Context: an optimization exercise on an open-source flow, tuned for small area and a short achievable clock period. The choices shown serve that exercise and are no tape-out recipe. Only simulation tests tie the RTL to the original design; equivalence was not proved. Power and IR drop assume default switching activity.

### flow/run.sh
#!/bin/bash
# synth_recipe.tcl (not shown) runs the flow's synth.tcl, then flattens the netlist and writes it again
# the make line also repeats each setting of config.mk as NAME=value (left out here)
make -C /OpenROAD-flow-scripts/flow DESIGN_CONFIG=/design/flow/config.mk WORK_HOME=/design/flow/orfs CLKGATE_MAP_FILE= SYNTH_SCRIPT=/design/flow/synth_recipe.tcl finish
### flow/config.mk
export PLATFORM = sky130hd
export DESIGN_NAME = core
export DESIGN_NICKNAME = core
export VERILOG_FILES = /design/flow/design.v
export SDC_FILE = /design/flow/constraint.sdc
export NUM_CORES = 4
export LEC_CHECK = 0
export CAP_MARGIN = 20
export CORE_MARGIN = 2
export CORE_UTILIZATION = 40
export SETUP_SLACK_MARGIN = 0.3
export SLEW_MARGIN = 20
### flow/constraint.sdc
create_clock -name core_clock -period 13.0 [get_ports {clock}]
set_input_delay 2.6000 -clock core_clock [delete_from_list [all_inputs] [get_ports {clock}]]
set_output_delay 2.6000 -clock core_clock [all_outputs]
set_load 0.01 [all_outputs]
### flow/design.v
module core(
    input clock,
    input reset,  
    output reg [31:0] next_program_counter,
    input [31:0] program_memory_value,
    output [31:0] memory_address,
    output [31:0] memory_write_value,
    output [2:0] memory_write_sections,  
    input [31:0] memory_read_value,
    input usb_packet_ready,
    output handled_usb_packet,
    input mip_mtip  
);
    reg [31:1] program_counter;  
    reg stall;  
    reg [4:0] load_register;  
    reg [2:0] load_funct3;
    reg [4:0] load_buffer_register;  
    reg [31:0] load_buffer_value;
    reg mstatus_mie, mstatus_mpie;
    reg mie_meie, mie_mtie, mie_msie;
    reg [29:0] mtvec_base;
    reg [31:0] mscratch;
    reg [29:0] mepc;
    reg [31:0] mcause;
    reg [63:0] mcycle, minstret;
    wire [31:0] pc = { program_counter, 1'b0 };
    wire [31:0] instruction = program_memory_value;
    wire [6:0] opcode = instruction[6:0];
    wire [2:0] funct3 = instruction[14:12];
    wire [4:0] rd = instruction[11:7];
    wire [4:0] rs1 = instruction[19:15];
    wire [4:0] rs2 = instruction[24:20];
    wire [11:0] csr = instruction[31:20];
    wire is_lui = opcode == 7'b0110111;
    wire is_auipc = opcode == 7'b0010111;
    wire is_jal = opcode == 7'b1101111;
    wire is_jalr = opcode == 7'b1100111;
    wire is_branch = opcode == 7'b1100011;
    wire is_load = opcode == 7'b0000011;
    wire is_store = opcode == 7'b0100011;
    wire is_op_imm = opcode == 7'b0010011;
    wire is_op = opcode == 7'b0110011;
    wire is_fence = opcode == 7'b0001111;
    wire is_system = opcode == 7'b1110011;
    wire rs1_zero = rs1 == 5'd0;
    wire is_priv = is_system && funct3 == 3'b000;
    wire priv_ok = rs1_zero && rd == 5'd0;
    wire is_ecall = is_priv && priv_ok && csr == 12'h000;
    wire is_ebreak = is_priv && priv_ok && csr == 12'h001;
    wire is_mret = is_priv && priv_ok && csr == 12'h302;
    wire is_wfi = is_priv && priv_ok && csr == 12'h105;
    wire csr_read_only = csr[11:10] == 2'b11;
    wire csr_writes = funct3[1:0] == 2'b01 || !rs1_zero;
    wire is_csr = is_system && funct3[1:0] != 2'b00 && !(csr_read_only && csr_writes);
    wire branch_ok = funct3[2:1] != 2'b01;
    wire load_ok = funct3 != 3'b011 && funct3[2:1] != 2'b11;
    wire store_ok = !funct3[2] && funct3[1:0] != 2'b11;
    wire legal = is_lui || is_auipc || is_jal || is_jalr || (is_branch && branch_ok)
        || (is_load && load_ok) || (is_store && store_ok) || is_op_imm || is_op
        || (is_fence && funct3 == 3'b000) || is_mret || is_wfi || is_csr;
    wire interrupt_timer = mstatus_mie && mie_mtie && mip_mtip;
    wire interrupt = interrupt_timer || (mstatus_mie && mie_meie && usb_packet_ready);
    wire exception = !stall && !legal;
    wire trap = interrupt || exception;
    wire execute = !stall && !interrupt && legal;
    wire [31:0] file_value_1, file_value_2;
    reg [31:0] load_value;
    always @* begin
        case (load_funct3[1:0])
            2'b00: load_value = { {24{memory_read_value[7] && !load_funct3[2]}}, memory_read_value[7:0] };
            2'b01: load_value = { {16{memory_read_value[15] && !load_funct3[2]}}, memory_read_value[15:0] };
            default: load_value = memory_read_value;
        endcase
    end
    wire load_arriving = load_register != 5'd0;
    wire buffer_full = load_buffer_register != 5'd0;
    wire [31:0] rs1_value = load_arriving && load_register == rs1 ? load_value
        : buffer_full && load_buffer_register == rs1 ? load_buffer_value : file_value_1;
    wire [31:0] rs2_value = load_arriving && load_register == rs2 ? load_value
        : buffer_full && load_buffer_register == rs2 ? load_buffer_value : file_value_2;
    wire [31:0] i_immediate = { {21{instruction[31]}}, instruction[30:20] };
    wire [31:0] s_immediate = { {21{instruction[31]}}, instruction[30:25], instruction[11:7] };
    wire [31:0] b_immediate = { {20{instruction[31]}}, instruction[7], instruction[30:25], instruction[11:8], 1'b0 };
    wire [31:0] u_immediate = { instruction[31:12], 12'b0 };
    wire [31:0] j_immediate = { {12{instruction[31]}}, instruction[19:12], instruction[20], instruction[30:21], 1'b0 };
    wire [31:0] address = rs1_value + (is_store ? s_immediate : i_immediate);
    assign memory_address = address;
    assign memory_write_value = rs2_value;
    assign memory_write_sections = execute && is_store ? { funct3[1], funct3[1] || funct3[0], 1'b1 } : 3'b000;
    assign handled_usb_packet = 1'b0;
    wire [31:0] target = pc + (is_jal ? j_immediate : is_branch ? b_immediate : u_immediate);
    wire [31:0] pc_plus_4 = { program_counter[31:2] + 30'd1, program_counter[1], 1'b0 };
    wire taken;
    comparator comparator(funct3, rs1_value, rs2_value, taken);
    always @* begin
        if (interrupt || exception) begin
            next_program_counter = { mtvec_base, 2'b00 };
        end else if (stall) begin
            next_program_counter = pc;
        end else if (is_jalr) begin
            next_program_counter = { address[31:1], 1'b0 };
        end else if (is_jal || (is_branch && taken)) begin
            next_program_counter = target;
        end else if (is_mret) begin
            next_program_counter = { mepc, 2'b00 };
        end else begin
            next_program_counter = pc_plus_4;
        end
    end
    wire [31:0] alu_result;
    alu alu(funct3, is_op && instruction[30] && funct3 == 3'b000, instruction[30] && funct3 == 3'b101,
        rs1_value, is_op ? rs2_value : i_immediate, alu_result);
    reg [31:0] csr_value;
    always @* begin
        csr_value = 32'b0;
        case (csr[11:10])
            2'b00: begin  
                if (csr[6]) begin
                    case (csr[2:0])
                        3'd0: csr_value = mscratch;
                        3'd1: csr_value = { mepc, 2'b00 };
                        3'd2: csr_value = mcause;
                        3'd4: csr_value = { 20'b0, usb_packet_ready, 3'b0, mip_mtip, 7'b0 };
                        default: csr_value = 32'b0;
                    endcase
                end else if (csr[5:4] == 2'b00) begin
                    case (csr[3:0])
                        4'h0: csr_value = { 19'b0, 2'b11, 3'b0, mstatus_mpie, 3'b0, mstatus_mie, 3'b0 };
                        4'h1: csr_value = 32'h40000100;
                        4'h4: csr_value = { 20'b0, mie_meie, 3'b0, mie_mtie, 3'b0, mie_msie, 3'b0 };
                        4'h5: csr_value = { mtvec_base, 2'b00 };
                        default: csr_value = 32'b0;
                    endcase
                end
            end
            2'b10: begin  
                if (csr[4:0] == 5'd0) begin
                    csr_value = csr[7] ? mcycle[63:32] : mcycle[31:0];
                end else if (csr[4:0] == 5'd2) begin
                    csr_value = csr[7] ? minstret[63:32] : minstret[31:0];
                end
            end
            default: csr_value = 32'b0;
        endcase
    end
    wire [31:0] csr_operand = funct3[2] ? { 27'b0, rs1 } : rs1_value;
    wire [31:0] csr_write_value = funct3[1:0] == 2'b01 ? csr_operand
        : funct3[1:0] == 2'b10 ? csr_value | csr_operand : csr_value & ~csr_operand;
    wire csr_write = execute && is_csr && csr_writes;
    reg [31:0] result;
    always @* begin
        if (is_lui) result = u_immediate;
        else if (is_auipc) result = target;
        else if (is_jal || is_jalr) result = pc_plus_4;
        else if (is_system) result = csr_value;
        else result = alu_result;
    end
    wire writes_rd = is_lui || is_auipc || is_jal || is_jalr || is_op_imm || is_op || is_csr;
    wire result_write = execute && writes_rd && rd != 5'd0 && !reset;
    wire load_write = load_arriving && !reset;
    wire [4:0] file_write_address = result_write ? rd : load_write ? load_register : load_buffer_register;
    wire [31:0] file_write_value = result_write ? result : load_write ? load_value : load_buffer_value;
    registers registers(clock, 1'b1, file_write_address, file_write_value, rs1, file_value_1, rs2, file_value_2);
    always @(posedge clock) begin
        if (result_write && load_write && rd != load_register) begin
            load_buffer_register <= load_register;
            load_buffer_value <= load_value;
        end else if (!(result_write && buffer_full && rd != load_buffer_register)) begin
            load_buffer_register <= 5'd0;
        end
    end
    always @(posedge clock) begin
        if (reset) begin
            program_counter <= 31'd0;
            stall <= 1'b1;
            load_register <= 5'd0;
            mstatus_mie <= 1'b0;
            mcause <= 32'd0;
            mcycle <= 64'd0;
            minstret <= 64'd0;
        end else begin
            program_counter <= next_program_counter[31:1];
            stall <= 1'b0;
            load_register <= execute && is_load ? rd : 5'd0;
            load_funct3 <= funct3;
            if (trap) begin
                mcause <= interrupt ? { 1'b1, 27'b0, interrupt_timer ? 4'd7 : 4'd11 }
                    : { 28'b0, is_ecall ? 4'd11 : is_ebreak ? 4'd3 : 4'd2 };
                mepc <= program_counter[31:2];
                mstatus_mpie <= mstatus_mie;
                mstatus_mie <= 1'b0;
            end else if (execute && is_mret) begin
                mstatus_mie <= mstatus_mpie;
                mstatus_mpie <= 1'b1;
            end else if (csr_write) begin
                case (csr)
                    12'h300: begin
                        mstatus_mie <= csr_write_value[3];
                        mstatus_mpie <= csr_write_value[7];
                    end
                    12'h304: begin
                        mie_msie <= csr_write_value[3];
                        mie_mtie <= csr_write_value[7];
                        mie_meie <= csr_write_value[11];
                    end
                    12'h305: mtvec_base <= csr_write_value[31:2];
                    12'h340: mscratch <= csr_write_value;
                    12'h341: mepc <= csr_write_value[31:2];
                    12'h342: mcause <= csr_write_value;
                    default: ;
                endcase
            end
            if (csr_write && csr == 12'hB00) mcycle[31:0] <= csr_write_value;
            else if (csr_write && csr == 12'hB80) mcycle[63:32] <= csr_write_value;
            else mcycle <= mcycle + 64'd1;
            if (csr_write && csr == 12'hB02) minstret[31:0] <= csr_write_value;
            else if (csr_write && csr == 12'hB82) minstret[63:32] <= csr_write_value;
            else if (!stall && !trap) minstret <= minstret + 64'd1;
        end
    end
endmodule
module alu(funct3, subtract, arithmetic, operand1, operand2, result);
    input [2:0] funct3;
    input subtract, arithmetic;
    input [31:0] operand1, operand2;
    output reg [31:0] result;
    wire negate = subtract || funct3 == 3'b010 || funct3 == 3'b011;
    wire [32:0] sum = { 1'b0, operand1 } + { 1'b0, negate ? ~operand2 : operand2 } + { 32'b0, negate };
    wire less_unsigned = !sum[32];
    wire less_signed = operand1[31] != operand2[31] ? operand1[31] : sum[31];
    wire left = !funct3[2];
    reg [31:0] shift_in, shift_out;
    integer i;
    always @* begin
        for (i = 0; i < 32; i = i + 1) begin
            shift_in[i] = left ? operand1[31 - i] : operand1[i];
        end
    end
    wire [32:0] shifted = $signed({ arithmetic && operand1[31], shift_in }) >>> operand2[4:0];
    always @* begin
        for (i = 0; i < 32; i = i + 1) begin
            shift_out[i] = left ? shifted[31 - i] : shifted[i];
        end
    end
    always @* begin
        case (funct3)
            3'b000: result = sum[31:0];
            3'b001: result = shift_out;
            3'b010: result = { 31'b0, less_signed };
            3'b011: result = { 31'b0, less_unsigned };
            3'b100: result = operand1 ^ operand2;
            3'b101: result = shift_out;
            3'b110: result = operand1 | operand2;
            default: result = operand1 & operand2;
        endcase
    end
endmodule
module comparator(operation, operand1, operand2, result);
    input [2:0] operation;
    input [31:0] operand1, operand2;
    output result;
    wire equal = operand1 == operand2;
    wire less_signed = $signed(operand1) < $signed(operand2);
    wire less_unsigned = operand1 < operand2;
    wire r = operation[2] ? (operation[1] ? less_unsigned : less_signed) : equal;
    assign result = r ^ operation[0];
endmodule
module registers(clock, write_enable, write_address, write_value, read_address_1, read_value_1, read_address_2, read_value_2);
    input clock;
    input write_enable;
    input [4:0] write_address, read_address_1, read_address_2;
    input [31:0] write_value;
    output [31:0] read_value_1, read_value_2;
    reg [31:0] r[31:1];
    always @(posedge clock) begin
        if (write_enable && write_address != 0) begin
            r[write_address] <= write_value;
        end
    end
    assign read_value_1 = read_address_1 == 0 ? 32'b0 : r[read_address_1];
    assign read_value_2 = read_address_2 == 0 ? 32'b0 : r[read_address_2];
endmodule
==> results of run 1 <==
how the worst min path moves through the flow:
stage                    start    endpoint  slack [ns]  depth (start not counted)
floorplan           mcause[30]  mcause[30]        0.43                          2
global placement     mcause[7]   mcause[7]        0.44                          2
detailed placement   mcause[6]   mcause[6]        0.44                          2
CTS                  mcause[6]   mcause[6]        0.45                          2
global route        mcause[30]  mcause[30]        0.47                          2
finish               mcause[6]   mcause[6]        0.45                          2
per-layer routing:
| metal | share of wire [%] | track usage (%) | vias up |
|---|---|---|---|
| li1 | - | - | 27200 |
| met1 | 37 | 44.89 | 33530 |
| met2 | 44 | 53.21 | 4721 |
| met3 | 10 | 7.362 | 1128 |
| met4 | 8.5 | 25.29 | 10 |
| met5 | 0.019 | 0 | - |
state kept, by name, indices dropped and copies added, names as in the netlist:
signal                cells
mscratch                 32
minstret                 64
mstatus_mie               1
mie_msie                  1
mcause                   32
load_buffer_register      5
mcycle                   64
load_buffer_value        32
mie_mtie                  1
mepc                     30
stall                     1
mie_meie                  1
load_register             5
mtvec_base               30
program_counter          31
registers.r             992
mstatus_mpie              1
load_funct3               3
report_power, final:
| part | internal, mW | total, mW | switching, mW |
|---|---|---|---|
| Clock | 2.23 | 4.07 | 1.84 |
| Combinational | 0.817 | 2.30 | 1.49 |
| Sequential | 4.60 | 4.63 | 0.0296 |
| Total | 7.65 | 11.0 | 3.36 |
final cells by class:
type | count | area, um2 | share of cell area, %
Timing Repair Buffer | 567 | 4936 | 5.392
Inverter | 168 | 644.4 | 0.7039
Clock buffer | 180 | 3801 | 4.152
Multi-Input combinational cell | 4860 | 40120 | 43.82
Tap cell | 2656 | 3323 | 3.630
Antenna cell | 9 | 22.52 | 0.02460
Clock inverter | 75 | 860.8 | 0.9404
Sequential cell | 1326 | 37840 | 41.33
worst min-delay path, stage by stage (launching register included):
cell     delay [ns]
dfxtp_1        0.31
nand2_1        0.05
a21oi_1        0.05
cell usage in the layout, fill, tap and decap left out, drive strengths merged, types with 29 or more instances in the layout:
cell type / instances
a211oi: 99
o211ai: 58
ha: 192
nand4: 42
xor2: 90
and2: 42
nand3: 142
clkdlybuf4s50: 149
dfxtp: 198
mux4: 494
nor2: 591
and3: 69
nor3: 135
nand2b: 40
mux2: 97
o31ai: 39
a21o: 108
clkbuf: 181
a2111oi: 30
edfxtp: 1128
inv: 166
a22oi: 69
a221oi: 100
o21a: 40
nor4: 29
a31oi: 57
mux2i: 326
o21ai: 354
a21oi: 484
nor2b: 37
xnor2: 138
nand2: 602
clkinv: 65
a221o: 41
o221ai: 46
buf: 417
cells in the mapped netlist (13+ instances only):
library cell	n	area, um2
and2_1	42	262.8
nand2_1	602	2260
o221ai_1	46	402.9
xor2_1	90	788.3
or2_2	13	81.33
buf_1	55	206.5
o31ai_1	38	285.3
o22ai_1	24	150.1
nand4_1	42	262.8
clkbuf_1	345	1295
dfxtp_1	198	3964
ha_1	192	2402
nor4_1	27	168.9
a21o_1	108	810.8
xnor2_1	138	1209
o21a_1	40	300.3
a211oi_1	99	743.2
o21ai_0	341	1707
a22oi_1	69	518.0
a221oi_1	90	788.3
o211ai_1	58	435.4
buf_6	20	225.2
o221a_2	21	236.5
nor3_1	132	660.6
nor2_1	589	2211
nand3_1	142	710.7
a21oi_1	483	2417
nand2b_1	40	250.2
edfxtp_1	1128	33870
mux2i_1	325	3253
o21bai_1	13	97.59
and3_1	69	431.7
a2111oi_0	29	254.0
a221o_1	40	400.4
or3_1	24	150.1
nor2b_1	37	231.5
buf_2	63	315.3
mux4_2	494	11130
a31oi_1	57	356.6
a22o_1	18	157.7
and4_1	14	122.6
mux2_2	91	1025
inv_1	157	589.3
buf_4	25	187.7
stage by stage:
stage          worst slack (ns)  area (um2)
6_report                 0.5619       91540
5_1_grt                  0.2958       91520
4_1_cts                  0.3591       91360
3_5_place_dp            0.02950       86680
3_3_place_gp            0.05637       86600
2_1_floorplan            0.9369       80110
cell families after synthesis:
family / Yosys count / share of synthesized area [%]
AOI/OAI and AO/OA: 1697 / 13.98
xor gates and xnor gates: 228 / 2.493
adders and majority gates: 195 / 3.074
buffers and inverters: 679 / 3.608
DFF: 1326 / 47.23
muxes: 917 / 19.33
other: 1 / 0.004681
and+or+nand+nor: 1821 / 10.28
timing repair:
item                                    CTS  global route
gates cloned                              0             0
buffers inserted                          0             3
resized for setup                         3            17
hold buffers                              0             0
pin swaps                                 0             1
endpoints found under the setup margin   13            28
==> out/metrics.yaml, run 1 <==
final_layout:
  drive_gt1_share_pct: 19.16
  final_cell_count_no_fill: 9841
  area.growth.synth_to_final_pct: 14.27
  final_core_util_pct: 45.90
  fillers: 18230
  fin_nets: 7332
setup_path:
  path_max_fanout: 44
  crit_required_ns: 10.40
  crit_end: "next_program_counter[16]"
  cp-start-kind: "primary input"
  cp_common_cell: "buf_4"
  rr_worst_depth: 26
  slowest_stage: "a211oi_1"
  crit_type: "in2out"
  crit_path_start: "program_memory_value[17]"
  end_kind: "primary output"
  r2r_slack_ns: 4.23
  crit_chain: "clkbuf_8 > buf_4 > nor2b_4 > buf_4 > a221oi_1 > a211oi_1 > a221o_1 > ha_1 > a21oi_1 > o21ai_0 > a221oi_1 > o211ai_1 > mux2i_4 > buf_4 > and4_1 > or3_1 > buf_12 > a211oi_1 > o32ai_1 > a211oi_1 > buf_4 > clkdlybuf4s50_1"
  cp.arrival_ns: 9.84
  path_buf_inv: 7
  reg2reg_to: "registers.r[27][20]"
  path_delay_family: "compound AO/OA/AOI/OAI gates"
  cpPeakStageDelay_ns: 0.97
  worst-path-stages: 22
  r2r-start: "load_buffer_register[2]"
routing:
  drtIter0Drc: 9812
  wl_um: 366100
  routedWlPerCell_um: 37.21
  drc: 0
  vias: 66590
  drt_pre_antenna_iters: 8
  drt-vias-per-instance: 6.766
  ant_nets: 0
pwr:
  total_power_mw: 11.01
  power_leakage_nw: 32.04
  powerDensity_mw_per_mm2: 120.2
  ir_drop_mv: 0.1406
floorplan:
  rows: 164
  die_h_um: 451.5
  initial_core_util_pct: 40.16
  ios: 168
  die_x_um: 451.5
  die-area_mm2: 0.2039
  core_area_mm2: 0.1995
sta:
  rsz0062_at_grt: "no"
  post-route-min-period_ns: 12.44
  hold_viol_final: 0
  setup_violations: 0
  max_freq_ghz: 0.08040
  fin_skew_ns: 0.1039
  tns_ns: 0
  relSlewSlack_pct: 15.25
  timing.hold.ws_ns: 0.4531
  finalCritPeriodShare_pct: 95.68
  tightest_slew_ns: 1.271
  drv_slew: 0
synth:
  yosys_most_used_dff: "edfxtp_1"
  ys_seq_area_share_pct: 47.23
  synth_edf_count: 1128
  ys_warn_count: 3
  synth-async-reset-ratio_pct: 0
  postSynthAreaPerCell_um2: 11.67
  netlist_instances: 6864
  ys_types: 103
  synth_seq_cells: 1326
  netlist_area_mm2: 0.08011
global_route:
  grt_max_degree: 95
  grt_pass1_vias: 63180
  track_usage_pct: 35.16
  grt_remaining_overflow: 0
  antenna_found_initial: 22
  grt_pass1_wl_um: 504500
clocking:
  clkTransAtPathRegs_ns: 0.06
  cts_buffer_depth: 3
  htree_levels: 4
  cts_root_buf: "clkbuf_16"
  cts_tree: "yes"
  worstSkewPairLatency_ns: 0.86
  clock-sinks: 1326
  cts_buffers: 146
flow_run:
  drv_cap: 0
worst_hold_path:
  hold_path.class: "reg2reg"
place:
  place_congestion: 1.052
  dp.cells: 9571
  io_buffer_count: 165
  dp_hpwl_um: 258900
status:
  outcome: "complete, no violations"
==> run 2, diff against run 1 <==
--- a/flow/design.v
+++ b/flow/design.v
@@ -66,3 +66,2 @@
     wire execute = !stall && !interrupt && legal;
-    wire [31:0] file_value_1, file_value_2;
     reg [31:0] load_value;
@@ -77,6 +76,5 @@
     wire buffer_full = load_buffer_register != 5'd0;
-    wire [31:0] rs1_value = load_arriving && load_register == rs1 ? load_value
-        : buffer_full && load_buffer_register == rs1 ? load_buffer_value : file_value_1;
-    wire [31:0] rs2_value = load_arriving && load_register == rs2 ? load_value
-        : buffer_full && load_buffer_register == rs2 ? load_buffer_value : file_value_2;
+    wire [4:0] forward_register = load_arriving ? load_register : load_buffer_register;
+    wire [31:0] forward_value = load_arriving ? load_value : load_buffer_value;
+    wire [31:0] rs1_value, rs2_value;
     wire [31:0] i_immediate = { {21{instruction[31]}}, instruction[30:20] };
@@ -86,3 +84,4 @@
     wire [31:0] j_immediate = { {12{instruction[31]}}, instruction[19:12], instruction[20], instruction[30:21], 1'b0 };
-    wire [31:0] address = rs1_value + (is_store ? s_immediate : i_immediate);
+    wire [31:0] address;
+    adder address_adder(rs1_value, is_store ? s_immediate : i_immediate, address);
     assign memory_address = address;
@@ -91,21 +90,28 @@
     assign handled_usb_packet = 1'b0;
-    wire [31:0] target = pc + (is_jal ? j_immediate : is_branch ? b_immediate : u_immediate);
-    wire [31:0] pc_plus_4 = { program_counter[31:2] + 30'd1, program_counter[1], 1'b0 };
+    wire [31:0] target;
+    adder target_adder(pc, is_jal ? j_immediate : is_branch ? b_immediate : u_immediate, target);
+    wire [31:0] pc_increment = increment32({ 2'b00, program_counter[31:2] }, 1'b1);
+    wire [31:0] pc_plus_4 = { pc_increment[29:0], program_counter[1], 1'b0 };
     wire taken;
     comparator comparator(funct3, rs1_value, rs2_value, taken);
+    reg [31:0] early_next_program_counter;
     always @* begin
         if (interrupt || exception) begin
-            next_program_counter = { mtvec_base, 2'b00 };
+            early_next_program_counter = { mtvec_base, 2'b00 };
         end else if (stall) begin
-            next_program_counter = pc;
-        end else if (is_jalr) begin
-            next_program_counter = { address[31:1], 1'b0 };
-        end else if (is_jal || (is_branch && taken)) begin
-            next_program_counter = target;
+            early_next_program_counter = pc;
+        end else if (is_jal) begin
+            early_next_program_counter = target;
         end else if (is_mret) begin
-            next_program_counter = { mepc, 2'b00 };
+            early_next_program_counter = { mepc, 2'b00 };
         end else begin
-            next_program_counter = pc_plus_4;
+            early_next_program_counter = pc_plus_4;
         end
     end
+    wire no_trap = !stall && !interrupt && !exception;
+    wire select_jalr = no_trap && is_jalr;
+    wire select_branch = no_trap && is_branch;
+    wire [31:0] next_program_counter_value;
+    next_pc_select next_pc_select(select_jalr, select_branch, taken, address, target, early_next_program_counter, next_program_counter_value);
+    always @* next_program_counter = next_program_counter_value;
     wire [31:0] alu_result;
@@ -163,3 +169,3 @@
     wire [31:0] file_write_value = result_write ? result : load_write ? load_value : load_buffer_value;
-    registers registers(clock, 1'b1, file_write_address, file_write_value, rs1, file_value_1, rs2, file_value_2);
+    registers registers(clock, file_write_address, file_write_value, forward_register, forward_value, rs1, rs1_value, rs2, rs2_value);
     always @(posedge clock) begin
@@ -172,2 +178,22 @@
     end
+    function [31:0] increment32(input [31:0] x, input carry_in);
+        integer i;
+        reg group_carry;
+        begin
+            group_carry = carry_in;
+            for (i = 0; i < 32; i = i + 1) begin
+                increment32[i] = x[i] ^ (group_carry & ((x & ((32'd1 << i) - 32'd1)) >> (i - i % 8)) == (((32'd1 << i) - 32'd1) >> (i - i % 8)));
+                if (i % 8 == 7) group_carry = group_carry & (x[i -: 8] == 8'hff);
+            end
+        end
+    endfunction
+    wire write_mcycle = csr_write && csr == 12'hB00;
+    wire write_mcycleh = csr_write && csr == 12'hB80;
+    wire write_minstret = csr_write && csr == 12'hB02;
+    wire write_minstreth = csr_write && csr == 12'hB82;
+    wire retire = !stall && !trap;
+    wire [31:0] mcycle_low = increment32(mcycle[31:0], !write_mcycleh);
+    wire [31:0] mcycle_high = increment32(mcycle[63:32], mcycle[31:0] == 32'hffffffff && !write_mcycle);
+    wire [31:0] minstret_low = increment32(minstret[31:0], retire && !write_minstreth);
+    wire [31:0] minstret_high = increment32(minstret[63:32], retire && minstret[31:0] == 32'hffffffff && !write_minstret);
     always @(posedge clock) begin
@@ -213,8 +239,6 @@
             end
-            if (csr_write && csr == 12'hB00) mcycle[31:0] <= csr_write_value;
-            else if (csr_write && csr == 12'hB80) mcycle[63:32] <= csr_write_value;
-            else mcycle <= mcycle + 64'd1;
-            if (csr_write && csr == 12'hB02) minstret[31:0] <= csr_write_value;
-            else if (csr_write && csr == 12'hB82) minstret[63:32] <= csr_write_value;
-            else if (!stall && !trap) minstret <= minstret + 64'd1;
+            mcycle[31:0] <= write_mcycle ? csr_write_value : mcycle_low;
+            mcycle[63:32] <= write_mcycleh ? csr_write_value : mcycle_high;
+            minstret[31:0] <= write_minstret ? csr_write_value : minstret_low;
+            minstret[63:32] <= write_minstreth ? csr_write_value : minstret_high;
         end
@@ -222,2 +246,8 @@
 endmodule
+module next_pc_select(select_jalr, select_branch, taken, address, target, other, result);
+    input select_jalr, select_branch, taken;
+    input [31:0] address, target, other;
+    output [31:0] result;
+    assign result = select_jalr ? { address[31:1], 1'b0 } : select_branch && taken ? target : other;
+endmodule
 module alu(funct3, subtract, arithmetic, operand1, operand2, result);
@@ -258,2 +288,7 @@
 endmodule
+module adder(operand1, operand2, result);
+    input [31:0] operand1, operand2;
+    output [31:0] result;
+    assign result = operand1 + operand2;
+endmodule
 module comparator(operation, operand1, operand2, result);
@@ -268,11 +303,10 @@
 endmodule
-module registers(clock, write_enable, write_address, write_value, read_address_1, read_value_1, read_address_2, read_value_2);
+module registers(clock, write_address, write_value, bypass_register, bypass_value, read_address_1, read_value_1, read_address_2, read_value_2);
     input clock;
-    input write_enable;
-    input [4:0] write_address, read_address_1, read_address_2;
-    input [31:0] write_value;
-    output [31:0] read_value_1, read_value_2;
+    input [4:0] write_address, bypass_register, read_address_1, read_address_2;
+    input [31:0] write_value, bypass_value;
+    output reg [31:0] read_value_1, read_value_2;
     reg [31:0] r[31:1];
     always @(posedge clock) begin
-        if (write_enable && write_address != 0) begin
+        if (write_address != 0) begin
             r[write_address] <= write_value;
@@ -280,4 +314,20 @@
     end
-    assign read_value_1 = read_address_1 == 0 ? 32'b0 : r[read_address_1];
-    assign read_value_2 = read_address_2 == 0 ? 32'b0 : r[read_address_2];
+    reg [31:1] select_1, select_2, bypass;
+    reg hit_1, hit_2;
+    integer i;
+    always @* begin
+        for (i = 1; i < 32; i = i + 1) begin
+            select_1[i] = read_address_1 == i;
+            select_2[i] = read_address_2 == i;
+            bypass[i] = bypass_register == i;
+        end
+        hit_1 = |(select_1 & bypass);
+        hit_2 = |(select_2 & bypass);
+        read_value_1 = {32{hit_1}} & bypass_value;
+        read_value_2 = {32{hit_2}} & bypass_value;
+        for (i = 1; i < 32; i = i + 1) begin
+            read_value_1 = read_value_1 | ({32{select_1[i] && !bypass[i]}} & r[i]);
+            read_value_2 = read_value_2 | ({32{select_2[i] && !bypass[i]}} & r[i]);
+        end
+    end
 endmodule
--- a/flow/config.mk
+++ b/flow/config.mk
@@ -9,4 +9,7 @@
 export CORE_MARGIN = 2
-export CORE_UTILIZATION = 40
-export SETUP_SLACK_MARGIN = 0.3
+export CORE_UTILIZATION = 45
+export CTS_BUF_LIST = sky130_fd_sc_hd__clkbuf_8
+export SETUP_SLACK_MARGIN = 4.0
 export SLEW_MARGIN = 20
+export SYNTH_HIERARCHICAL = 1
+export SYNTH_MINIMUM_KEEP_SIZE = 0
==> run 2 against run 1 <==
  * Largest power group unchanged
  * Power up 0.82%
  * Die area down 13%
  * Highest routed layer unchanged
  * Sequential power about the same
  * Still clean
==> out/metrics.yaml, run 2 <==
sta:
  max_freq_ghz: 0.09479  # +18%
  finalCritPeriodShare_pct: 81.15  # -15 points
  hold_viol_final: 0  # unchanged
  drv_slew: 0  # unchanged
  fin_skew_ns: 0.1191  # +0.01519 ns
  tns_ns: 0  # unchanged
  setup_slack_ns: 2.450  # +1.888 ns
  setup_violations: 0  # unchanged
  relSlewSlack_pct: 15.32  # +0.066 points
  timing.hold.ws_ns: 0.4529  # -0.0002420 ns
  rsz0062_at_grt: "yes"
  tightest_slew_ns: 1.270  # -0.0009908 ns
  post-route-min-period_ns: 10.55  # -1.888 ns
routing:
  route.met2.wl_um: 177200  # +9.4%
  top_layer: "met5"
  drc: 0  # unchanged
  ant_nets: 0  # unchanged
  routedWlPerCell_um: 43.22  # +16%
  wl_um: 440200  # +20%
  wl_met1_um: 143100  # +5.7%
  drtIter0Drc: 15460  # +58%
  drt-vias-per-instance: 7.639  # +13%
  dr_wl_met3_um: 69270  # +85%
  drt_pre_antenna_iters: 13  # +5
  vias: 77810  # +17%
setup_path:
  cpPeakStageDelay_ns: 0.61  # -0.36 ns
  slowest_stage: "a2111oi_4"
  crit_chain: "buf_16 > buf_12 > nor2b_4 > o211a_4 > buf_12 > buf_4 > a22o_1 > a221oi_2 > nand4_1 > a2111o_1 > inv_1 > ha_1 > nand4_4 > nor4_4 > buf_4 > a2111oi_4 > mux2i_4 > xor2_4 > buf_12 > and2_2 > o311ai_2 > clkdlybuf4s15_2"
  crit_required_ns: 10.40  # about the same
  cp-start-kind: "primary input"
  path_max_fanout: 15  # -66%
  cp.arrival_ns: 7.95  # -1.89 ns
  cp_common_cell: "buf_12"
  end_kind: "primary output"
  crit_type: "in2out"
place:
  dp.cells: 9484  # -0.91%
  place_ws_ns: 0.6410  # +0.6115 ns
  place_congestion: 1.051  # about the same
  dp_hpwl_um: 283400  # +9.5%
  io_buffer_count: 165  # unchanged
floorplan:
  die_h_um: 420.2  # -6.9%
  rows: 152  # -7.3%
  die-area_mm2: 0.1766  # -13%
  core_area_mm2: 0.1719  # -14%
  die_x_um: 420.2  # -6.9%
  initial_core_util_pct: 45.35  # +5.2 points
  ios: 168  # unchanged
final_layout:
  largest_reg_flops: 992  # unchanged
  final_cell_count_no_fill: 10190  # +3.5%
  layout_common_cells: "1128 x edfxtp_1, 596 x a22oi_1, 516 x nand2_1, 460 x buf_4, 342 x nor2_1"
  reg.largest.list: "registers.r: 992 flops, mcycle: 64 flops, minstret: 64 flops"
  fin_nets: 7937  # +8.3%
  area.growth.synth_to_final_pct: 20.40
  regMostFlops: "registers.r"
  final_common_cell: "edfxtp_1"
  drive_gt1_share_pct: 21.07  # +1.9 points
pwr:
  power_leakage_nw: 32.82  # +2.4%
  swShare_pct: 33.22  # +2.7 points
  ir_drop_mv: 0.1313  # -6.6%
  power_frac_seq_pct: 41.6  # -0.5 points
  combPwrFrac_pct: 24.3  # +3.4 points
  powerDensity_mw_per_mm2: 118.2  # -1.7%
  p_int_mw: 7.410  # -3.1%
  clkPwrFrac_pct: 34.0  # -3.0 points
  p_sw_mw: 3.686  # +9.8%
synth:
  synth-async-reset-ratio_pct: 0  # unchanged
  synth_area_leaders: "edfxtp_1 43%, a22oi_1 5.8%, dfxtp_1 5.1%"
  yosysTopAreaCell: "edfxtp_1"
  ys_seq_area_share_pct: 48.53  # +1.3 points
  yosys-top-cells-count: "1128 x edfxtp_1, 600 x a22oi_1, 529 x nand2_1"
  netlist_area_mm2: 0.07796  # -2.7%
  netlist_instances: 7233  # +5.4%
  yosys_most_used_dff: "edfxtp_1"
  ys_warn_count: 9  # +6
  synth_top_area_share_pct: 43.45  # +1.2 points
  yosysMostFrequentCell: "edfxtp_1"
  synth_edf_count: 1128  # unchanged
  synth_seq_cells: 1326  # unchanged
  ys_types: 129  # +25%
  postSynthAreaPerCell_um2: 10.78  # -7.6%
worst_hold_path:
  hold_path.class: "reg2reg"
global_route:
  grt_pass1_wl_um: 589700  # +17%
  antenna_found_initial: 48  # +120%
  grt_remaining_overflow: 0  # unchanged
  track_usage_pct: 48.45  # +13 points
  grt_pass1_vias: 71580  # +13%
  grt_max_degree: 86  # -9.5%
clocking:
  hold_buffers: 0  # unchanged
  cts_buffers: 218  # +49%
  cts_buffer_depth: 3  # unchanged
  cts_tree: "yes"
  clkTransAtPathRegs_ns: 0.06  # about the same
  clock-sinks: 1326  # unchanged
  worstSkewPairLatency_ns: 1.10  # +0.24 ns
  cts_root_buf: "clkbuf_8"
  htree_levels: 4  # unchanged
flow_run:
  drv_cap: 0  # unchanged
status:
  outcome: "complete, no violations"
==> run 2: changes by cell type after synthesis, sizes merged, moves of 58 or more <==
cell,before,now
a22oi,69,602
mux4,494,36
nor2,591,391
nand4,42,224
mux2i,326,165
a22o,18,165
a21oi,484,365
o21ai,354,238
a221oi,100,202
nand2,602,530
a2111o,0,67
clkbuf,347,407
a222oi,7,65
==> run 2: path summary, 6_finish.rpt <==
path / slack [ns] / cells past startpoint / from / end
setup reg to reg: 4.16 / 22 / load_register[4] / registers.r[26][6]
setup / recovery: 2.45 / 22 / program_memory_value[23] / next_program_counter[22]
hold / removal: 0.45 / 2 / mcause[14] / mcause[14]
hold reg to reg: 0.45 / 2 / mcause[14] / mcause[14]
==> run 2: Yosys stat by module, one instance, submodules excluded <==
module,cell area [um2],flip-flops and latches,times used
core,22760,334,1
next_pc_select,1160,0,1
alu,6875,0,1
adder,1744,0,2
registers,42780,992,1
comparator,903.4,0,1
==> run 2: cell families (layout without fill, tap and decap cells) <==
kind of cell / count (synthesis) / after routing / synth area share [%]
buffers and inverters: 802 / 1401 / 4.277
muxes: 248 / 248 / 3.868
DFF: 1326 / 1326 / 48.53
adders and majority gates: 209 / 209 / 3.383
and+or+nand+nor: 1935 / 1938 / 12.93
AOI/OAI and AO/OA: 2441 / 2445 / 23.95
other: 1 / 37 / 0.004810
xor gates and xnor gates: 271 / 271 / 3.054
==> run 2: what timing repair did <==
item	CTS	global route
resized for setup	715	127
gates cloned	13	1
pin swaps	164	68
buffers inserted	217	32
endpoints found under the setup margin	1073	466
==> run 2: routing by layer <==
| metal | global-route usage [%] | up-vias |
|---|---|---|
| li1 | - | 29760 |
| met1 | 54.74 | 37590 |
| met2 | 67.60 | 7885 |
| met3 | 22.71 | 2517 |
| met4 | 43.81 | 48 |
| met5 | 1.084 | - |
==> run 2: power groups by stage <==
stage | sequential, mW | clock [mW] | combinational [mW]
6_report | 4.62 | 3.78 | 2.70
5_1_grt | 4.62 | 3.93 | 2.73
4_1_cts | 4.62 | 3.74 | 2.47
3_5_place_dp | 4.71 | 0 | 2.18
3_3_place_gp | 4.71 | 0 | 2.17
2_1_floorplan | 4.69 | 0 | 1.14
==> run 2: area by class of cell <==
| cell class | instances | area [um2] |
|---|---|---|
| Clock buffer | 226 | 3110 |
| Tap cell | 2310 | 2890 |
| Fill cell | 14910 | 78050 |
| Inverter | 219 | 823.3 |
| Multi-Input combinational cell | 5114 | 40180 |
| Timing Repair Buffer | 781 | 7762 |
| Clock inverter | 175 | 1180 |
| Antenna cell | 34 | 85.08 |
| Sequential cell | 1326 | 37840 |
==> run 2: critical path, delay by kind of cell <==
kind                       cells  cell delay, ns
AOI/OAI and AO/OA              6            2.21
buffers and inverters          8            1.37
and+or+nand+nor                5            0.88
muxes                          1            0.45
adders and majority gates      1            0.27
xor gates and xnor gates       1            0.12
==> run 2: stage by stage <==
step                util [%]  cell area (um2)  total power [mW]
floorplan                  -            78040             5.835
global placement       48.96            84170             6.882
detailed placement     48.96            84180             6.887
CTS                    54.10            93020             10.83
global route           54.56            93800             11.27
finish                 54.60            93870             11.10
==> run 3, diff against run 2 <==
--- a/flow/design.v
+++ b/flow/design.v
@@ -291,3 +291,21 @@
     output [31:0] result;
-    assign result = operand1 + operand2;
+    reg [31:0] g, p, gn, pn;
+    integer level, i;
+    always @* begin
+        g = operand1 & operand2;
+        p = operand1 ^ operand2;
+        for (level = 0; level < 5; level = level + 1) begin
+            gn = g;
+            pn = p;
+            for (i = 0; i < 32; i = i + 1) begin
+                if ((i >> level) % 2 == 1) begin
+                    gn[i] = g[i] | (p[i] & g[((i >> level) << level) - 1]);
+                    pn[i] = p[i] & p[((i >> level) << level) - 1];
+                end
+            end
+            g = gn;
+            p = pn;
+        end
+    end
+    assign result = operand1 ^ operand2 ^ { g[30:0], 1'b0 };
 endmodule
@@ -297,6 +315,19 @@
     output result;
-    wire equal = operand1 == operand2;
-    wire less_signed = $signed(operand1) < $signed(operand2);
-    wire less_unsigned = operand1 < operand2;
-    wire r = operation[2] ? (operation[1] ? less_unsigned : less_signed) : equal;
+    reg [30:0] less, equal;
+    integer level, i;
+    always @* begin
+        less = ~operand1[30:0] & operand2[30:0];
+        equal = ~(operand1[30:0] ^ operand2[30:0]);
+        for (level = 0; level < 5; level = level + 1) begin
+            for (i = 0; i + (1 << level) < 31; i = i + (2 << level)) begin
+                less[i] = less[i + (1 << level)] | (equal[i + (1 << level)] & less[i]);
+                equal[i] = equal[i + (1 << level)] & equal[i];
+            end
+        end
+    end
+    wire same_sign = operand1[31] == operand2[31];
+    wire equal_all = same_sign && equal[0];
+    wire less_signed = same_sign ? less[0] : operand1[31];
+    wire less_unsigned = same_sign ? less[0] : operand2[31];
+    wire r = operation[2] ? (operation[1] ? less_unsigned : less_signed) : equal_all;
     assign result = r ^ operation[0];
--- a/flow/config.mk
+++ b/flow/config.mk
@@ -15 +15,2 @@
 export SYNTH_MINIMUM_KEEP_SIZE = 0
+export TNS_END_PERCENT = 10
==> run 3 against run 2 <==
  * Synthesized cell count decreased by 1.5%
  * Critical endpoint is now next_program_counter[31]
  * Global-route usage up 0.21 points
  * Power about the same
  * Sequential share of layout area rose by 0.11 points
  * Maximum frequency increased by 3.4%
  * Utilization is essentially flat
  * Combinational power fell by 2%
  * Die area shrank 0.42%
==> out/metrics.yaml, run 3 <==
synth:
  netlist_area_mm2: 0.07763  # -0.42%
  yosysMostFrequentCell: "edfxtp_1"
  ys_seq_area_share_pct: 48.74  # +0.21 points
  postSynthAreaPerCell_um2: 10.90  # +1.1%
  synth_edf_count: 1128  # unchanged
  ys_warn_count: 11  # +2
  synth-async-reset-ratio_pct: 0  # unchanged
  ys_types: 130  # +0.78%
  synth_area_leaders: "edfxtp_1 44%, a22oi_1 5.8%, dfxtp_1 5.1%"
  synth_seq_cells: 1326  # unchanged
  yosys-top-cells-count: "1128 x edfxtp_1, 600 x a22oi_1, 518 x nand2_1"
  yosys_most_used_dff: "edfxtp_1"
  synth_top_area_share_pct: 43.63  # +0.18 points
  yosysTopAreaCell: "edfxtp_1"
  netlist_instances: 7125  # -1.5%
final_layout:
  fin_area_mm2: 0.09362  # -0.27%
  final_cell_count_no_fill: 10140  # -0.45%
  regMostFlops: "registers.r"
  final_common_cell: "edfxtp_1"
  final_core_util_pct: 54.57  # about the same
  area.growth.synth_to_final_pct: 20.59
  reg.largest.list: "registers.r: 992 flops, mcycle: 64 flops, minstret: 64 flops"
  drive_gt1_share_pct: 21.71  # +0.64 points
  layout_common_cells: "1128 x edfxtp_1, 594 x a22oi_1, 499 x nand2_1, 483 x buf_4, 350 x nor2_1"
  fin_nets: 7884  # -0.67%
  largest_reg_flops: 992  # unchanged
pwr:
  ir_drop_mv: 0.1039  # -21%
  power_leakage_nw: 32.74  # -0.23%
  total_power_mw: 11.10  # about the same
  powerDensity_mw_per_mm2: 118.6  # +0.32%
clocking:
  cts_buffer_depth: 3  # unchanged
  cts_buffers: 226  # +3.7%
  clock-sinks: 1326  # unchanged
  worstSkewPairLatency_ns: 1.07  # -0.03 ns
  cts_tree: "yes"
  hold_buffers: 0  # unchanged
  clkTransAtPathRegs_ns: 0.06  # about the same
  htree_levels: 4  # unchanged
  cts_root_buf: "clkbuf_8"
setup_path:
  cp-start-kind: "primary input"
  path_max_fanout: 10  # -5
  cp_common_cell: "buf_4"
  crit_chain: "buf_16 > buf_4 > nor3b_4 > nand2_1 > nor2_4 > buf_4 > buf_4 > a221oi_1 > nand4_1 > a2111o_1 > ha_1 > a21oi_2 > o21ai_0 > a21oi_1 > o211ai_1 > a22oi_2 > xnor2_4 > buf_6 > buf_12 > buf_16 > nand4b_1 > o311ai_4 > buf_2"
  crit_required_ns: 10.40  # about the same
  slowest_stage: "a2111o_1"
  crit_type: "in2out"
  end_kind: "primary output"
  cp.arrival_ns: 7.60  # -0.35 ns
  cpPeakStageDelay_ns: 0.51  # -0.10 ns
sta:
  post-route-min-period_ns: 10.20  # -0.3453 ns
  drv_slew: 0  # unchanged
  max_freq_ghz: 0.09800  # +3.4%
  hold_viol_final: 0  # unchanged
  fin_skew_ns: 0.1078  # -0.01132 ns
  tightest_slew_ns: 1.378  # +0.1081 ns
  rsz0062_at_grt: "yes"
  tns_ns: 0  # unchanged
  setup_violations: 0  # unchanged
  finalCritPeriodShare_pct: 78.50  # -2.7 points
  relSlewSlack_pct: 8.110  # -7.2 points
floorplan:
  initial_core_util_pct: 45.26  # -0.092 points
  die-area_mm2: 0.1759  # -0.42%
  die_x_um: 419.4  # -0.21%
  rows: 152  # unchanged
  core_area_mm2: 0.1715  # -0.22%
  die_h_um: 419.4  # -0.21%
  ios: 168  # unchanged
status:
  outcome: "complete, no violations"
routing:
  drc: 0  # unchanged
  wl_um: 439800  # about the same
  vias: 76770  # -1.3%
  drtIter0Drc: 14470  # -6.4%
  route.met2.wl_um: 180600  # +1.9%
  drt_pre_antenna_iters: 13  # unchanged
  top_layer: "met5"
  wl_met1_um: 141300  # -1.3%
  ant_nets: 0  # unchanged
  drt-vias-per-instance: 7.572  # -0.88%
  routedWlPerCell_um: 43.38  # +0.36%
  dr_wl_met3_um: 64490  # -6.9%
flow_run:
  drv_cap: 0  # unchanged
place:
  dp_hpwl_um: 279600  # -1.4%
  dp.cells: 9371  # -1.2%
  dpl_cell_area_mm2: 0.08346  # -0.86%
  io_buffer_count: 165  # unchanged
  place_congestion: 1.082  # +2.9%
global_route:
  track_usage_pct: 48.66  # +0.21 points
  grt_pass1_vias: 71430  # -0.21%
  antenna_found_initial: 31  # -35%
  grt_pass1_wl_um: 588200  # -0.25%
  grt_remaining_overflow: 0  # unchanged
  grt_max_degree: 95  # +10%
worst_hold_path:
  hold_path.class: "reg2reg"
## run 3: kinds of logic (layout without fill, tap and decap cells)
family | count (synthesis) | count (layout) | share of synthesized area [%]
buffers and inverters | 808 | 1467 | 4.574
adders and majority gates | 213 | 213 | 3.539
xor gates and xnor gates | 266 | 266 | 3.001
muxes | 240 | 240 | 4.061
DFF | 1326 | 1326 | 48.74
AOI/OAI and AO/OA | 2357 | 2365 | 23.26
other | 1 | 37 | 0.004830
and+or+nand+nor | 1914 | 1915 | 12.82
## run 3: critical path, delay by kind of cell
kind | cells | cell delay (ns)
AO/OA/AOI/OAI | 8 | 1.64
buffers and inverters | 8 | 1.53
AND/OR/NAND/NOR | 5 | 1.22
XOR/XNOR | 1 | 0.29
adder cells (fa/ha/maj) | 1 | 0.27
## run 3: per-module statistics from Yosys (local to each module, per instance)
module	cells	cell area (um2)
next_pc_select	149	1160
registers	2776	42780
adder	186	1449
alu	932	7201
core	2776	22760
comparator	120	838.3
## run 3: area by class of cell
| cell class | instances | area [um2] |
|---|---|---|
| timing repair buffer | 805 | 7988 |
| clock buffer | 243 | 3344 |
| clock inverter | 177 | 1124 |
| tap | 2310 | 2890 |
| inverter | 242 | 925.9 |
| antenna | 34 | 85.08 |
| sequential | 1326 | 37840 |
| multi-input combinational | 5002 | 39420 |
| fill | 14910 | 77930 |
## run 3: metrics by stage
| stage | hold WS (ns) | setup WS, ns |
|---|---|---|
| finish | 0.4510 | 2.796 |
| global route | 0.4649 | 2.873 |
| CTS | 0.4519 | 3.034 |
| detailed placement | 0.4444 | 0.7505 |
| global placement | 0.4380 | 0.8930 |
| floorplan | 0.4321 | 3.618 |
## run 3: worst paths after layout
path                                  from  cells past startpoint                       end  slack [ns]
setup / recovery  program_memory_value[20]                     23  next_program_counter[31]        2.80
hold / removal                  mcause[25]                      2                mcause[25]        0.45
setup reg to reg          load_register[0]                     25       registers.r[30][13]        3.71
hold reg to reg                 mcause[25]                      2                mcause[25]        0.45
## run 3: layer usage
metal  vias to the layer above  track usage [%]
met5                         -           0.8614
met4                        18            46.88
met3                      2520            21.48
met2                      7631            69.70
met1                     37170            53.18
li1                      29430                -
## run 3: what timing repair did
item                                    in CTS  in global routing
pin swaps                                  138                112
setup buffers                              190                 96
gates cloned                                25                  1
endpoints found under the setup margin     870                484
resized for setup                          686                171
## run 3: report_power, final
group / internal [mW] / leakage [nW] / total (mW) / switching (mW)
registers: 4.59 / 11.8 / 4.62 / 0.0262
clock network: 1.91 / 2.51 / 3.84 / 1.94
logic: 0.964 / 18.5 / 2.64 / 1.68
==> run 4, diff against run 3 <==
--- a/flow/config.mk
+++ b/flow/config.mk
@@ -15,2 +15,2 @@
 export SYNTH_MINIMUM_KEEP_SIZE = 0
-export TNS_END_PERCENT = 10
+export TNS_END_PERCENT = 0
==> run 4 against run 3 <==
  * Still clean on timing, DRC and antenna
  * Area after synthesis unchanged
  * Sequential power hardly changed
  * Global-route usage shrank 0.26 points
  * Wire length about the same
  * Flip-flop and latch count is the same
  * Critical path depth fell by 1
  * Largest power group unchanged
==> out/metrics.yaml, run 4 <==
setup_path:
  crit_type: "in2out"
  cp.arrival_ns: 7.70  # +0.10 ns
  cp-start-kind: "primary input"
  path_max_fanout: 26  # +16
  crit_chain: "buf_12 > nand3b_1 > buf_4 > a211oi_4 > buf_12 > a22o_1 > a221oi_1 > nand4_1 > a2111o_1 > ha_1 > a21oi_2 > o21ai_0 > a21oi_1 > o211ai_1 > a22oi_2 > xnor2_4 > buf_12 > buf_12 > and2_4 > buf_6 > o311ai_4 > buf_2"
  cpPeakStageDelay_ns: 0.76  # +0.25 ns
  crit_required_ns: 10.40  # about the same
  slowest_stage: "a211oi_4"
  end_kind: "primary output"
  cp_common_cell: "buf_12"
routing:
  vias: 75990  # -1.0%
  drc: 0  # unchanged
  drt-vias-per-instance: 7.571  # about the same
  route.met2.wl_um: 179500  # -0.59%
  dr_wl_met3_um: 64640  # +0.23%
  wl_met1_um: 142000  # +0.53%
  ant_nets: 0  # unchanged
  drt_pre_antenna_iters: 14  # +1
  routedWlPerCell_um: 43.84  # +1.1%
  wl_um: 440000  # about the same
  top_layer: "met5"
  drtIter0Drc: 15040  # +3.9%
clocking:
  cts_buffers: 219  # -3.1%
  clock-sinks: 1326  # unchanged
  cts_tree: "yes"
  worstSkewPairLatency_ns: 1.07  # about the same
  htree_levels: 4  # unchanged
  clkTransAtPathRegs_ns: 0.06  # about the same
  cts_buffer_depth: 3  # unchanged
  cts_root_buf: "clkbuf_8"
status:
  outcome: "complete, no violations"
sta:
  finalCritPeriodShare_pct: 79.21  # +0.72 points
  max_freq_ghz: 0.09711  # -0.90%
  hold_viol_final: 0  # unchanged
  tightest_slew_ns: 1.259  # -0.1193 ns
  setup_violations: 0  # unchanged
  rsz0062_at_grt: "yes"
  drv_slew: 0  # unchanged
  post-route-min-period_ns: 10.30  # +0.09297 ns
  tns_ns: 0  # unchanged
  fin_skew_ns: 0.1345  # +0.02670 ns
  relSlewSlack_pct: 16.06  # +8.0 points
  timing.hold.ws_ns: 0.4543  # +0.003268 ns
final_layout:
  largest_reg_flops: 992  # unchanged
  regMostFlops: "registers.r"
  fin_nets: 7798  # -1.1%
  final_common_cell: "edfxtp_1"
  seqCellArea_mm2: 0.03784  # about the same
  reg.largest.list: "registers.r: 992 flops, mcycle: 64 flops, minstret: 64 flops"
  drive_gt1_share_pct: 19.63  # -2.1 points
  layout_common_cells: "1128 x edfxtp_1, 593 x a22oi_1, 499 x nand2_1, 426 x buf_4, 352 x nor2_1"
  final_cell_count_no_fill: 10040  # -1.0%
  multi_input_area_mm2: 0.03901  # -1.1%
  fillers: 14920  # +0.054%
  area.growth.synth_to_final_pct: 19.26
floorplan:
  die-area_mm2: 0.1759  # unchanged
  core_area_mm2: 0.1715  # unchanged
  rows: 152  # unchanged
  die_h_um: 419.4  # unchanged
  initial_core_util_pct: 45.26  # unchanged
  ios: 168  # unchanged
  die_x_um: 419.4  # unchanged
place:
  dp_hpwl_um: 278300  # -0.44%
  io_buffer_count: 165  # unchanged
  dp.cells: 9369  # -0.021%
  place_congestion: 1.101  # +1.7%
synth:
  ys_types: 130  # unchanged
  synth_seq_cells: 1326  # unchanged
  yosysTopAreaCell: "edfxtp_1"
  synth_area_leaders: "edfxtp_1 44%, a22oi_1 5.8%, dfxtp_1 5.1%"
  ys_seq_area_share_pct: 48.74  # unchanged
  yosys-top-cells-count: "1128 x edfxtp_1, 600 x a22oi_1, 518 x nand2_1"
  synth_top_area_share_pct: 43.63  # unchanged
  yosys_most_used_dff: "edfxtp_1"
  synth_edf_count: 1128  # unchanged
  netlist_instances: 7125  # unchanged
  netlist_area_mm2: 0.07763  # unchanged
  ys_warn_count: 11  # unchanged
  yosysMostFrequentCell: "edfxtp_1"
  synth-async-reset-ratio_pct: 0  # unchanged
  postSynthAreaPerCell_um2: 10.90  # unchanged
flow_run:
  drv_cap: 0  # unchanged
global_route:
  grt_max_degree: 132  # +39%
  grt_pass1_vias: 70420  # -1.4%
  grt_pass1_wl_um: 585200  # -0.52%
  antenna_found_initial: 37  # +19%
  track_usage_pct: 48.40  # -0.26 points
  grt_remaining_overflow: 0  # unchanged
pwr:
  powerDensity_mw_per_mm2: 118.8  # +0.18%
  power_leakage_nw: 32.19  # -1.7%
  ir_drop_mv: 0.1153  # +11%
worst_hold_path:
  hold_path.class: "reg2reg"
## run 4: path summary, 6_finish.rpt
path | from | to | depth (start not counted) | slack [ns]
max reg2reg | load_register[0] | registers.r[11][30] | 29 | 3.40
min reg2reg | mcause[27] | mcause[27] | 2 | 0.45
min | mcause[27] | mcause[27] | 2 | 0.45
max | program_memory_value[24] | next_program_counter[29] | 22 | 2.70
## run 4: cell type report
cell class | instances | area share (%)
multi-input combinational | 5004 | 42.13
sequential | 1326 | 40.87
timing repair buffer | 724 | 7.920
clock buffer | 229 | 3.404
tap | 2310 | 3.122
clock inverter | 178 | 1.499
inverter | 242 | 0.9960
antenna | 24 | 0.06487
## run 4: timing repair
action / 4_1_cts / 5_1_grt
gates cloned: 18 / 7
endpoints found under the setup margin: 885 / 476
gates resized for setup: 429 / 164
hold buffers: 0 / 0
buffers inserted: 144 / 64
pin swaps: 85 / 102
## run 4: critical path, delay by kind of cell
kind            cells  cell delay, ns
buf+inv             7            1.31
xor+xnor            1            0.18
fa+ha+maj           1            0.27
simple gates        3            0.57
compound gates     10            2.68
## run 4: through the flow
step	total power, mW	util, %	cell area (um2)	setup WS (ns)
finish	11.00	53.97	92590	2.703
global route	11.20	53.95	92550	2.768
CTS	10.76	53.04	90990	2.931
detailed placement	6.796	48.62	83410	1.097
global placement	6.796	48.57	83330	1.142
floorplan	5.781	-	77650	3.596
## run 4: routing by layer
layer | global-route usage, % | up-vias
met2 | 69.14 | 7481
met1 | 54.21 | 36760
li1 | - | 29290
met4 | 45.84 | 26
met3 | 20.14 | 2432
met5 | 0.05557 | -
## run 4: cell families after synthesis
logic type	count (synthesis)	synth area share (%)
AOI/OAI and AO/OA	2357	23.26
xor gates and xnor gates	266	3.001
adders and majority gates	213	3.539
buffers and inverters	808	4.574
DFF	1326	48.74
muxes	240	4.061
other	1	0.004830
and+or+nand+nor	1914	12.82
## run 4: modules after synthesis, one instance, submodules excluded
| module | area (um2) | cells inside |
|---|---|---|
| registers | 42780 | 2776 |
| alu | 7201 | 932 |
| adder | 1449 | 186 |
| core | 22760 | 2776 |
| comparator | 838.3 | 120 |
| next_pc_select | 1160 | 149 |
## run 4: report_power, final
| part | internal [mW] | total [mW] | leakage [nW] | switching (mW) |
|---|---|---|---|---|
| Sequential | 4.59 | 4.62 | 11.8 | 0.0258 |
| Combinational | 0.851 | 2.46 | 17.9 | 1.61 |
| Clock | 1.99 | 3.92 | 2.49 | 1.94 |
==> run 5, diff against run 4 <==
--- a/flow/config.mk
+++ b/flow/config.mk
@@ -11,3 +11,3 @@
 export CTS_BUF_LIST = sky130_fd_sc_hd__clkbuf_8
-export SETUP_SLACK_MARGIN = 4.0
+export SETUP_SLACK_MARGIN = 4.5
 export SLEW_MARGIN = 20
==> run 5 against run 4 <==
  * Non-clock buffer count shrank 50
  * Clock power is essentially flat
  * Final area shrank 1.1%
==> out/metrics.yaml, run 5 <==
global_route:
  track_usage_pct: 48.63  # +0.23 points
  grt_max_degree: 87  # -34%
  antenna_found_initial: 27  # -27%
  grt_remaining_overflow: 0  # unchanged
  grt_pass1_vias: 70440  # +0.026%
  grt_pass1_wl_um: 585800  # +0.11%
status:
  outcome: "complete, no violations"
flow_run:
  drv_cap: 0  # unchanged
synth:
  synth-async-reset-ratio_pct: 0  # unchanged
  ys_warn_count: 11  # unchanged
  synth_area_leaders: "edfxtp_1 44%, a22oi_1 5.8%, dfxtp_1 5.1%"
  yosys-top-cells-count: "1128 x edfxtp_1, 600 x a22oi_1, 518 x nand2_1"
  yosysMostFrequentCell: "edfxtp_1"
  synth_adder_area_share_pct: 3.539  # unchanged
  yosysTopAreaCell: "edfxtp_1"
  synth_seq_cells: 1326  # unchanged
  synthXorXnorAreaFrac_pct: 3.001  # unchanged
  synth_edf_count: 1128  # unchanged
  synth_top_area_share_pct: 43.63  # unchanged
  postSynthAreaPerCell_um2: 10.90  # unchanged
  synth_simple_gate_area_share_pct: 12.82  # unchanged
  synth_compound_area_share_pct: 23.26  # unchanged
  ys_seq_area_share_pct: 48.74  # unchanged
  yosys_most_used_dff: "edfxtp_1"
  muxShareOfSynthArea_pct: 4.061  # unchanged
  synth_top_family_by_area: "compound AO/OA/AOI/OAI gates"
  netlist_area_mm2: 0.07763  # unchanged
  netlist_instances: 7125  # unchanged
  ys_types: 130  # unchanged
clocking:
  clock-sinks: 1326  # unchanged
  cts_buffers: 223  # +1.8%
  hold_buffers: 0  # unchanged
  worstSkewPairLatency_ns: 1.08  # about the same
  htree_levels: 4  # unchanged
  cts_tree: "yes"
  cts_buffer_depth: 3  # unchanged
  clkTransAtPathRegs_ns: 0.06  # about the same
  cts_root_buf: "clkbuf_8"
final_layout:
  final_common_cell: "edfxtp_1"
  fin_nets: 7749  # -0.63%
  drive_gt1_share_pct: 18.29  # -1.3 points
  layout_common_cells: "1128 x edfxtp_1, 596 x a22oi_1, 509 x nand2_1, 413 x buf_4, 354 x nor2_1"
  area.growth.synth_to_final_pct: 17.89
  regMostFlops: "registers.r"
  reg.largest.list: "registers.r: 992 flops, mcycle: 64 flops, minstret: 64 flops"
  fillers: 15190  # +1.8%
  largest_reg_flops: 992  # unchanged
pwr:
  power_leakage_nw: 31.75  # -1.3%
  ir_drop_mv: 0.1120  # -2.9%
  total_power_mw: 10.87  # -1.2%
  powerDensity_mw_per_mm2: 118.8  # about the same
setup_path:
  cp.arrival_ns: 7.78  # +0.08 ns
  reg2reg_to: "registers.r[29][30]"
  crit_type: "in2out"
  cp-start-kind: "primary input"
  path_buf_inv: 5  # -2
  end_kind: "primary output"
  slowest_stage: "a21oi_4"
  cpPeakStageDelay_ns: 0.50  # -0.26 ns
  path_max_fanout: 29  # +12%
  rr_worst_depth: 27  # -6.9%
  r2r_slack_ns: 3.83  # +0.43 ns
  r2r-start: "load_register[2]"
  path_delay_family: "compound AO/OA/AOI/OAI gates"
  crit_chain: "buf_8 > nor2b_4 > nand2_1 > a21oi_4 > buf_4 > a221oi_1 > nand4_1 > a2111o_1 > ha_1 > and4_1 > a221oi_4 > o2111ai_4 > a22oi_2 > xnor2_2 > buf_6 > and2_4 > buf_12 > o311ai_2 > clkdlybuf4s15_1"
  crit_required_ns: 10.40  # about the same
routing:
  drtIter0Drc: 16030  # +6.6%
  ant_nets: 0  # unchanged
  routedWlPerCell_um: 44.18  # +0.77%
  drt-vias-per-instance: 7.658  # +1.1%
  vias: 76560  # +0.76%
  drc: 0  # unchanged
  drt_pre_antenna_iters: 14  # unchanged
  wl_um: 441700  # +0.38%
place:
  io_buffer_count: 165  # unchanged
  place_congestion: 1.052  # -4.4%
  dp_hpwl_um: 279700  # +0.47%
sta:
  setup_violations: 0  # unchanged
  post-route-min-period_ns: 10.38  # +0.08625 ns
  max_freq_ghz: 0.09631  # -0.83%
  timing.hold.ws_ns: 0.4571  # +0.002789 ns
  tns_ns: 0  # unchanged
  drv_slew: 0  # unchanged
  fin_skew_ns: 0.1043  # -0.03021 ns
  tightest_slew_ns: 1.337  # +0.07820 ns
  finalCritPeriodShare_pct: 79.87  # +0.66 points
  relSlewSlack_pct: 10.85  # -5.2 points
  hold_viol_final: 0  # unchanged
  rsz0062_at_grt: "yes"
floorplan:
  core_area_mm2: 0.1715  # unchanged
  initial_core_util_pct: 45.26  # unchanged
  die_h_um: 419.4  # unchanged
  die-area_mm2: 0.1759  # unchanged
  die_x_um: 419.4  # unchanged
  ios: 168  # unchanged
  rows: 152  # unchanged
worst_hold_path:
  holdCritStartpoint: "mcause[22]"
  min_to: "mcause[22]"
  hold_path.class: "reg2reg"
  whs_path_depth: 2  # unchanged
run 5: cell counts after synthesis:
No cell type changed its count.
run 5: worst max-delay path by stage:
stage,from,endpoint,slack [ns],depth (start not counted)
6_report,program_memory_value[23],next_program_counter[3],2.62,19
5_1_grt,program_memory_value[4],next_program_counter[22],2.68,20
4_1_cts,program_memory_value[17],next_program_counter[31],2.92,24
3_5_place_dp,program_memory_value[16],next_program_counter[11],0.93,18
3_3_place_gp,program_memory_value[16],next_program_counter[15],0.97,19
2_1_floorplan,program_memory_value[17],next_program_counter[31],3.89,19
run 5: cells by family (layout without fill, tap and decap cells):
kind of cell	count (synthesis)	in the layout
buf+inv	808	1332
simple gates	1914	1916
mux	240	240
other cells	1	32
flops	1326	1326
fa+ha+maj	213	213
xor+xnor	266	266
compound gates	2357	2363
run 5: Yosys stat by module, one instance, submodules excluded:
module | times used | flip-flops and latches | cells inside | area, um2
registers | 1 | 992 | 2776 | 42780
core | 1 | 334 | 2776 | 22760
alu | 1 | 0 | 932 | 7201
adder | 2 | 0 | 186 | 1449
next_pc_select | 1 | 0 | 149 | 1160
comparator | 1 | 0 | 120 | 838.3
run 5: metrics by stage:
stage | utilization (%) | instance area, um2 | setup WS, ns | std cells
after detailed placement | 48.80 | 83720 | 0.9343 | 9384
final | 53.35 | 91520 | 2.616 | 9998
after floorplan | - | 77800 | 3.889 | 7127
after global placement | 48.79 | 83700 | 0.9703 | 9383
after CTS | 52.94 | 90820 | 2.918 | 9939
after global routing | 53.32 | 91470 | 2.675 | 9976
run 5: layout make-up:
type	count	area, um2	share of cell area [%]
Multi-Input combinational cell	5001	38650	42.23
Sequential cell	1326	37840	41.34
Timing Repair Buffer	674	6630	7.244
Clock buffer	232	3193	3.489
Tap cell	2310	2890	3.158
Clock inverter	184	1323	1.445
Inverter	242	922.1	1.008
Antenna cell	29	72.57	0.07929
run 5: worst reg2reg max path: cells and delay by family, from the launching register on:
kind            cells  cell delay [ns]
compound gates     11             4.27
simple gates        7             1.70
buf+inv             5             1.10
mux                 1             0.45
flops               1             0.45
fa+ha+maj           1             0.46
xor+xnor            2             0.39
run 5: where the power goes:
group | total [mW] | switching [mW] | internal (mW)
combinational | 2.37 | 1.57 | 0.799
sequential | 4.62 | 0.0272 | 4.59
clock | 3.89 | 1.94 | 1.95
total | 10.9 | 3.54 | 7.34
run 5: per-layer routing:
| metal | share of wire [%] | track usage, % | vias to the layer above |
|---|---|---|---|
| met3 | 16 | 20.52 | 2387 |
| met5 | 0.068 | 0.8336 | - |
| met2 | 40 | 68.39 | 8011 |
| met1 | 33 | 56.91 | 37010 |
| li1 | - | - | 29140 |
| met4 | 11 | 41.60 | 18 |
run 5: repair_timing:
| item | 4_1_cts | 5_1_grt |
|---|---|---|
| cloned | 15 | 5 |
| pin swaps | 62 | 24 |
| gates resized for setup | 355 | 63 |
| setup endpoints to repair | 1090 | 895 |
| buffers inserted | 124 | 20 |

static timing again, ports no longer ideal:
The flow's constraints put no driver on any port. The routed layouts listed below were extracted and timed again, unchanged, in two steps. Step 1 sets driving cells, clkbuf_16 on the clock port and buf_2 on the other inputs (assumed; they add their load-dependent delay and slew). Step 2 also shifts input and output timing later by t, the mid clock arrival at the registers, as if the neighbouring blocks saw the same clock. a / b / c = no drivers / after step 1 / after step 2; a / b = the first two.
| run | t (ns) | slack for setup (ns) | worst register clock-pin slew, ns |
|---|---|---|---|
| run 1 | 0.890 | 0.562 / 0.512 / 0.512 | 0.07 / 0.07 |
| run 2 | 1.135 | 2.450 / 2.336 / 2.336 | 0.08 / 0.08 |
| run 3 | 1.098 | 2.796 / 2.546 / 2.131 | 0.09 / 0.09 |
| run 4 | 1.092 | 2.703 / 2.396 / 1.866 | 0.07 / 0.07 |
| run 5 | 1.127 | 2.616 / 2.415 / 2.415 | 0.07 / 0.07 |
After both steps every run listed still meets setup and hold. The setup slack of run 4, which loses most, moves by -0.307 ns with the drivers and by -0.837 ns with both steps.
